Context: an optimization exercise on an open-source flow, tuned for small area and a short achievable clock period. The choices shown serve that exercise and are no tape-out recipe.
Only simulation tests tie the RTL to the original design; equivalence was not proved.

==> inputs of 09-27 <==
Design fmac_top, start of the top module:
module fmac_top (
    input          i_clk,
    input          i_reset_n,
    input          i_sel,
    input  [7:0]   i_Act_E,
    input  [63:0]  i_Act_M,
    input  [7:0]   i_Weight_E,
    input  [63:0]  i_Weight_M,
    input  [7:0]   i_ACC_E,
    input  [23:0]  i_ACC_M,
    output [7:0]   o_Weight_E,
    output [63:0]  o_Weight_M,
    output [7:0]   o_Act_E,
    output [127:0] o_Act_M,
    output [7:0]   o_ACC_E,
    output [23:0]  o_ACC_M
);
==> flow/config.mk <==
export PLATFORM = sky130hd
export DESIGN_NAME = fmac_top
export DESIGN_NICKNAME = fmac_top
export VERILOG_FILES = /design/flow/design.v
export SDC_FILE = /design/flow/constraint.sdc
export NUM_CORES = 4
export LEC_CHECK = 0
export ABC_AREA = 1
export CAP_MARGIN = 20
export CORE_MARGIN = 2
export CORE_UTILIZATION = 40
export CTS_BUF_LIST = sky130_fd_sc_hd__clkbuf_8
export SLEW_MARGIN = 20
==> flow/constraint.sdc <==
create_clock -name core_clock -period 18.0 [get_ports {i_clk}]
set_input_delay 3.6000 -clock core_clock [delete_from_list [all_inputs] [get_ports {i_clk}]]
set_output_delay 3.6000 -clock core_clock [all_outputs]
set_load 0.01 [all_outputs]
standard.sh (not shown) runs the stock make flow with config.mk's settings and CLKGATE_MAP_FILE= SYNTH_SCRIPT=/design/flow/synth_recipe.tcl, a recipe that flattens the netlist after the stock synthesis.
==> flow/flow/run.sh <==
#!/bin/bash
# Own layout flow: the standard ORFS flow (standard.sh) with these changes:
#  - synthesis leaves adders to ABC (no full/half-adder cell extraction),
#  - port buffers use the smallest buffer cell,
#  - timing repair aims at a setup slack margin of 8.7 ns.
# Each tool's full output stays in orfs/logs/; make's output in run_flow.log.
set -euo pipefail
bash standard.sh ADDER_MAP_FILE= \
  "BUFFER_PORTS_ARGS=-buffer_cell sky130_fd_sc_hd__buf_1" \
  "CTS_ARGS=-sink_clustering_enable -repair_clock_nets -buf_list sky130_fd_sc_hd__clkbuf_8 -dont_use_dummy_load" \
  SETUP_SLACK_MARGIN=8.7 finish > run_flow.log 2>&1
==> 06-04: changes against 09-27 <==
==> flow/flow/run.sh (replaced) <==
#!/bin/bash
# Own layout flow: the standard ORFS flow, with two changes:
#  - synthesis leaves adders to ABC (no full/half-adder cell extraction),
#  - port buffers use the smallest buffer cell.
set -euo pipefail
bash standard.sh ADDER_MAP_FILE= \
  "BUFFER_PORTS_ARGS=-buffer_cell sky130_fd_sc_hd__buf_1" \
  SETUP_SLACK_MARGIN=8.9 finish > run_flow.log 2>&1
Settings changed: CTS_BUF_LIST sky130_fd_sc_hd__clkbuf_8 to default.
==> 05-01: changes against 09-27 <==
==> flow/flow/run.sh (replaced) <==
#!/bin/bash
# Own layout flow: the standard ORFS flow, with two changes:
#  - synthesis leaves adders to ABC (no full/half-adder cell extraction),
#  - port buffers use the smallest buffer cell.
set -euo pipefail
bash standard.sh ADDER_MAP_FILE= \
  "BUFFER_PORTS_ARGS=-buffer_cell sky130_fd_sc_hd__buf_1" \
  finish > run_flow.log 2>&1
Settings changed: CORE_UTILIZATION 40 to 60.
==> qor summary <==
Filler instances: 06-04 4110; 09-27 4170; 05-01 2504
Share of post-route cells with drive strength above 1: 06-04 11.2%; 09-27 7.12%; 05-01 5.77%
Number of cells in the design after placement: 06-04 3503; 09-27 3503; 05-01 3320
ClkCell Share: 06-04 3.26%; 09-27 1.32%; 05-01 2.32%
Placed instance area: 06-04 17200 um^2; 09-27 17200 um^2; 05-01 17000 um^2
Final setup margin: 06-04 9.28 ns; 09-27 9.20 ns; 05-01 8.40 ns
Final Critical Period: 06-04 8.72 ns; 09-27 8.80 ns; 05-01 9.60 ns
FP Rows: 06-04 72; 09-27 72; 05-01 59
DR vias: 06-04 17000; 09-27 16800; 05-01 17100
Drt first pass iters: 06-04 6; 09-27 5; 05-01 5
Result of the run: 06-04 finished clean; 09-27 finished clean; 05-01 finished clean
Multi-input gate count: 06-04 2185; 09-27 2184; 05-01 2182
Final non-filler cell total: 06-04 3556; 09-27 3526; 05-01 3352
Die area: 06-04 40900 um^2; 09-27 40900 um^2; 05-01 27500 um^2
Number of global-route vias before repair: 06-04 14800; 09-27 14800; 05-01 15100
# diodes: 06-04 0; 09-27 1; 05-01 0
Core outline area: 06-04 38700 um^2; 09-27 38700 um^2; 05-01 25900 um^2
# Taps: 06-04 518; 09-27 518; 05-01 335
Plain + repair buffers: 06-04 328; 09-27 313; 05-01 310
Register share of the cell area: 06-04 21.9%; 09-27 23.1%; 05-01 23.5%
Starting density of the core: 06-04 40.6%; 09-27 40.6%; 05-01 60.6%

[re-timing with driven ports]
In the flow no input, the clock included, has a driving cell. The finished layouts below were timed again as built, in two steps.
Step 1 sets driving cells, clkbuf_16 on the clock port and buf_2 on the other inputs (assumed; they add their load-dependent delay and slew).
Step 2 adds t to the input delays and takes it off the output delays; t is the mean of the earliest and latest rising clock arrival at the registers after step 1. Input paths then give back, and output paths get back, about the clock's delay inside the block.
Three values: ideal ports, drivers, drivers and shift; two values: the first two.
run	t, ns	slack for setup (ns)	clock arrival spread, ns
09-27	0.553	9.197 / 9.202 / 8.649	0.031 / 0.030
06-04	0.517	9.281 / 9.287 / 8.770	0.014 / 0.014
05-01	0.520	8.400 / 8.407 / 7.888	0.022 / 0.023
After both steps every run listed still meets setup and hold. The setup slack of 09-27, which loses most, moves by +0.005 ns with the drivers and by -0.548 ns with both steps.
